This is an optimization exercise on Yosys and OpenROAD, whose aim is small area, not a production implementation. RTL that was checked went through simulation tests only; none was proved equivalent to the original. Power is estimated from default activity; no workload was simulated.

==> 05-07: inputs <==
==> flow/design.v <==
`timescale 1ns / 1ps
module check_receive_window (
	input clk,
	input rst_n,
	input [63:0] in_tt_data,
	input [7:0] in_tt_ctrl,
	input in_tt_wr,
	input in_buffer_rdy,
	input in_table_wr,
	input [15:0] in_port_number,
	input [15:0] in_buffer_number,
	input [63:0] in_window_start,
	input [63:0] in_window_end,
	input [63:0] in_global_time,
	input [15:0] in_flow_id,
	input in_tt_flag,
	input [15:0] in_tt_length,
	output reg out_tt_flag_clear,
	output [63:0] out_buffer_data,
	output [7:0] out_buffer_ctrl,
	output out_buffer_wr,
	output out_tt_rdy,
	output [3:0] out_switch_port,
	output [3:0] out_switch_buffer,
	output reg out_table_rdy
);
	localparam CHECK_TIME = 2'd0, WAIT_DATA = 2'd1, DROP_DATA = 2'd2, CHECK_ID = 2'd3;
	reg entry_active;           
	reg armed;                  
	reg [3:0] port_onehot;
	reg [3:0] buffer_number;
	reg [63:0] window_start;
	reg [63:0] window_end;
	reg [15:0] flow_id;
	reg [15:0] tt_length;
	reg [1:0] state2;
	reg [1:0] count;            
	reg header_ok;
	reg [63:0] word_a;          
	reg [63:0] word_b;          
	wire carry4 = window_end[3] | (window_end[2] & window_end[1]);
	wire [63:0] end_plus;
	wire [63:4] run;            
	wire [15:0] blk;            
	wire [15:0] blk_pre;        
	assign end_plus[0] = window_end[0];
	assign end_plus[1] = ~window_end[1];
	assign end_plus[2] = window_end[2] ^ window_end[1];
	assign end_plus[3] = ~(window_end[3] ^ (window_end[2] & window_end[1]));
	assign blk_pre[1] = 1'b1;
	genvar gi;
	generate
		for (gi = 1; gi < 16; gi = gi + 1) begin : blocks
			assign blk[gi] = &window_end[4*gi+3:4*gi];
			if (gi > 1) begin : pre
				assign blk_pre[gi] = blk_pre[gi-1] & blk[gi-1];
			end
			assign run[4*gi] = blk_pre[gi];
			assign run[4*gi+1] = blk_pre[gi] & window_end[4*gi];
			assign run[4*gi+2] = blk_pre[gi] & (&window_end[4*gi+1:4*gi]);
			assign run[4*gi+3] = blk_pre[gi] & (&window_end[4*gi+2:4*gi]);
		end
		for (gi = 4; gi < 64; gi = gi + 1) begin : inc
			assign end_plus[gi] = window_end[gi] ^ (carry4 & run[gi]);
		end
	endgenerate
	wire expired, start_ok, end_ok;
	ge64 ge_exp (.a(in_global_time), .b(end_plus), .y(expired));
	ge64 ge_start (.a(word_a), .b(window_start), .y(start_ok));
	ge64 ge_end (.a(window_end), .b(word_a), .y(end_ok));
	wire time_ok = start_ok && end_ok;
	wire id_ok = word_b[63:32] == {flow_id, tt_length};
	wire ctrl_end = in_tt_ctrl == 8'h01;
	wire in_check = state2 == CHECK_TIME;
	wire in_wait = state2 == WAIT_DATA;
	wire take0 = in_check && armed && count == 2'd0 && in_tt_wr;
	wire take1 = in_check && count == 2'd1 && in_tt_wr;
	wire fwd_hdr = in_wait && (count == 2'd1 || count == 2'd2);
	wire pass = in_wait && count == 2'd3;
	always @(posedge clk or negedge rst_n) begin
		if (!rst_n) begin
			entry_active <= 1'b0;
			armed <= 1'b0;
			out_table_rdy <= 1'b0;
			out_tt_flag_clear <= 1'b0;
		end else begin
			out_table_rdy <= !entry_active && !in_table_wr;
			out_tt_flag_clear <= entry_active && expired && in_tt_flag && header_ok;
			if (!entry_active) begin
				if (in_table_wr) begin
					entry_active <= 1'b1;
					armed <= 1'b1;
				end
			end else if (expired && (!in_tt_flag || header_ok)) begin
				entry_active <= 1'b0;
			end
		end
	end
	always @(posedge clk) begin
		if (!entry_active && in_table_wr) begin
			port_onehot <= {in_port_number == 16'd4, in_port_number == 16'd3,
			                in_port_number == 16'd2, in_port_number == 16'd1};
			buffer_number <= in_buffer_number[3:0];
			window_start <= in_window_start;
			window_end <= in_window_end;
			flow_id <= in_flow_id;
			tt_length <= in_tt_length;
		end
	end
	always @(posedge clk or negedge rst_n) begin
		if (!rst_n) begin
			state2 <= CHECK_TIME;
			count <= 2'd0;
			header_ok <= 1'b0;
		end else begin
			case (state2)
			CHECK_TIME: begin
				if (count == 2'd2) begin
					count <= 2'd0;
					if (time_ok) begin
						header_ok <= 1'b1;
						state2 <= CHECK_ID;
					end else begin
						state2 <= DROP_DATA;
					end
				end else if (take0 || take1) begin
					count <= count + 2'd1;
					header_ok <= 1'b0;
				end
			end
			CHECK_ID: state2 <= id_ok ? WAIT_DATA : DROP_DATA;
			DROP_DATA: if (ctrl_end) state2 <= CHECK_TIME;
			WAIT_DATA: begin
				if (count >= 2'd2 && ctrl_end) begin
					state2 <= CHECK_TIME;
					count <= 2'd0;
				end else if (count != 2'd3) begin
					count <= count + 2'd1;
				end
			end
			endcase
		end
	end
	always @(posedge clk) begin
		if (take0 || take1) word_b <= in_tt_data;
		if (take1 || (in_wait && count == 2'd1)) word_a <= word_b;
	end
	assign out_tt_rdy = (in_check && count == 2'd0) || state2 == DROP_DATA || (pass && in_buffer_rdy);
	assign out_buffer_wr = fwd_hdr || (pass && in_tt_wr);
	assign out_buffer_data = fwd_hdr ? word_a : in_tt_data;
	assign out_buffer_ctrl = fwd_hdr ? 8'd0 : in_tt_ctrl;
	assign out_switch_port = port_onehot;
	assign out_switch_buffer = buffer_number;
endmodule
module ge64 (
	input [63:0] a,
	input [63:0] b,
	output y
);
	wire [63:0] g0 = a & ~b;
	wire [63:0] t0 = a | ~b;
	wire [31:0] g1, t1;
	wire [15:0] g2, t2;
	wire [7:0] g3, t3;
	wire [3:0] g4, t4;
	wire [1:0] g5, t5;
	genvar i;
	generate
		for (i = 0; i < 32; i = i + 1) begin : l1
			assign g1[i] = g0[2*i+1] | (t0[2*i+1] & g0[2*i]);
			assign t1[i] = t0[2*i+1] & t0[2*i];
		end
		for (i = 0; i < 16; i = i + 1) begin : l2
			assign g2[i] = g1[2*i+1] | (t1[2*i+1] & g1[2*i]);
			assign t2[i] = t1[2*i+1] & t1[2*i];
		end
		for (i = 0; i < 8; i = i + 1) begin : l3
			assign g3[i] = g2[2*i+1] | (t2[2*i+1] & g2[2*i]);
			assign t3[i] = t2[2*i+1] & t2[2*i];
		end
		for (i = 0; i < 4; i = i + 1) begin : l4
			assign g4[i] = g3[2*i+1] | (t3[2*i+1] & g3[2*i]);
			assign t4[i] = t3[2*i+1] & t3[2*i];
		end
		for (i = 0; i < 2; i = i + 1) begin : l5
			assign g5[i] = g4[2*i+1] | (t4[2*i+1] & g4[2*i]);
			assign t5[i] = t4[2*i+1] & t4[2*i];
		end
	endgenerate
	assign y = g5[1] | (t5[1] & (g5[0] | t5[0]));
endmodule
==> flow/flow/run.sh <==
#!/bin/bash
# Standard ORFS layout with smaller port buffers and a leaner clock tree.
set -euo pipefail
export BUFFER_PORTS_ARGS="-buffer_cell sky130_fd_sc_hd__buf_1"
export CTS_ARGS="-sink_clustering_enable -repair_clock_nets -dont_use_dummy_load -buf_list sky130_fd_sc_hd__clkbuf_16 -sink_clustering_size 24 -sink_clustering_max_diameter 60"
bash standard.sh > flow_make.log 2>&1
==> flow/standard.sh <==
#!/bin/bash
# synth_recipe.tcl (not shown) runs the flow's synth.tcl, then flattens the netlist and writes it again
# the make line also repeats each setting of config.mk as NAME=value (left out here)
make -C /OpenROAD-flow-scripts/flow DESIGN_CONFIG=/design/flow/config.mk WORK_HOME=/design/flow/orfs CLKGATE_MAP_FILE= SYNTH_SCRIPT=/design/flow/synth_recipe.tcl "${@:-finish}"
==> flow/config.mk <==
export PLATFORM = sky130hd
export DESIGN_NAME = check_receive_window
export DESIGN_NICKNAME = check_receive_window
export VERILOG_FILES = /design/flow/design.v
export SDC_FILE = /design/flow/constraint.sdc
export NUM_CORES = 4
export LEC_CHECK = 0
export CAP_MARGIN = 20
export CORE_MARGIN = 2
export CORE_UTILIZATION = 40
export SLEW_MARGIN = 20
==> flow/constraint.sdc <==
create_clock -name core_clock -period 5.0 [get_ports {clk}]
set_input_delay 1.0000 -clock core_clock [delete_from_list [all_inputs] [get_ports {clk}]]
set_output_delay 1.0000 -clock core_clock [all_outputs]
set_load 0.01 [all_outputs]
==> 10-12 (differences from 05-07) <==
--- a/flow/design.v
+++ b/flow/design.v
@@ -40,7 +40,4 @@
 	reg [63:0] word_b;          
-	wire carry4 = window_end[3] | (window_end[2] & window_end[1]);
 	wire [63:0] end_plus;
-	wire [63:4] run;            
-	wire [15:0] blk;            
-	wire [15:0] blk_pre;        
+	wire [64:0] inc_carry;
 	assign end_plus[0] = window_end[0];
@@ -49,17 +46,8 @@
 	assign end_plus[3] = ~(window_end[3] ^ (window_end[2] & window_end[1]));
-	assign blk_pre[1] = 1'b1;
+	assign inc_carry[4] = window_end[3] | (window_end[2] & window_end[1]);
 	genvar gi;
 	generate
-		for (gi = 1; gi < 16; gi = gi + 1) begin : blocks
-			assign blk[gi] = &window_end[4*gi+3:4*gi];
-			if (gi > 1) begin : pre
-				assign blk_pre[gi] = blk_pre[gi-1] & blk[gi-1];
-			end
-			assign run[4*gi] = blk_pre[gi];
-			assign run[4*gi+1] = blk_pre[gi] & window_end[4*gi];
-			assign run[4*gi+2] = blk_pre[gi] & (&window_end[4*gi+1:4*gi]);
-			assign run[4*gi+3] = blk_pre[gi] & (&window_end[4*gi+2:4*gi]);
-		end
 		for (gi = 4; gi < 64; gi = gi + 1) begin : inc
-			assign end_plus[gi] = window_end[gi] ^ (carry4 & run[gi]);
+			assign end_plus[gi] = window_end[gi] ^ inc_carry[gi];
+			assign inc_carry[gi + 1] = window_end[gi] & inc_carry[gi];
 		end
==> flow/flow/run.sh (replaced) <==
#!/bin/bash
# Standard ORFS layout with smaller port buffers and a leaner clock tree.
set -euo pipefail
export BUFFER_PORTS_ARGS="-buffer_cell sky130_fd_sc_hd__buf_1"
export CTS_ARGS="-sink_clustering_enable -repair_clock_nets -dont_use_dummy_load"
bash standard.sh > flow_make.log 2>&1
==> comparison table <==
Switching part of the total power: 05-07 0.357; 10-12 0.337
Maximum clock frequency: 05-07 0.217 GHz; 10-12 0.0871 GHz
Power in the clock group: 05-07 0.00197 W; 10-12 0.00221 W
Number of gates given a new drive strength after cts: 05-07 0; 10-12 7
Largest net degree at the start of global routing: 05-07 104; 10-12 92
Clock Buffer Count: 05-07 31; 10-12 36
Total Neg Setup Slack: 05-07 0 ps; 10-12 -12960 ps
Die footprint: 05-07 41100 sq um; 10-12 38700 sq um
Initial detailed-routing violation count: 05-07 995; 10-12 672
Width of the die: 05-07 203 microns; 10-12 197 microns
Mean instance size in the synthesized netlist: 05-07 11.4 sq um; 10-12 12.7 sq um
Power attributed to combinational cells: 05-07 0.00263 W; 10-12 0.00258 W
Global-route wire length before repair: 05-07 72100 microns; 10-12 65700 microns
Combinational group share of total power: 05-07 0.310; 10-12 0.299
Final weighted congestion in routability-driven placement: 05-07 0.900; 10-12 0.845
Sequential element share of the synthesized area: 05-07 0.577; 10-12 0.613
Post-route clock period utilization: 05-07 0.923; 10-12 2.30
Endpoints failing setup: 05-07 0; 10-12 2
Pre-CTS worst setup slack: 05-07 485 ps; 10-12 -6650 ps
Critical path data required time: 05-07 5430 ps; 10-12 5420 ps
Status: 05-07 timing/DRC/antenna clean; 10-12 finished with violations
Layout check failures: 05-07 -; 10-12 negative setup slack
Final period demand of the worst path: 05-07 4610 ps; 10-12 11490 ps
Net switching power of the design: 05-07 0.00302 W; 10-12 0.00291 W
Number of buffers added by the clock tree synthesis step: 05-07 31; 10-12 36
Via count of the first global-routing pass: 05-07 12200; 10-12 11300
M2 GR Usage: 05-07 0.381; 10-12 0.378
Function not checked in 10-12: the RTL went through the layout flow alone.

## port drivers added, routing unchanged
The flow's constraints put no driver on any port. The routed layouts listed below were extracted and timed again, unchanged, in two steps. Step 1 sets driving cells, clkbuf_16 on the clock port and buf_2 on the other inputs (assumed; they add their load-dependent delay and slew). Step 2 moves the port delays by t, midway between the first and last clock arrival at a register: inputs arrive t later, outputs are due t later. That takes back most of the time a late clock gives input paths. a / b / c = ideal / step 1 / step 2; a / b = the first two.
run	t (ns)	setup WS [ns]	worst setup path at the end	worst register clock-pin slew, ns	worst slew at a driven data input, ns
05-07	0.617	0.387 / 0.387 / 0.387	register to register	0.08 / 0.08	0.10
10-12	0.574	-6.485 / -6.485 / -6.485	register to register	0.06 / 0.06	0.10
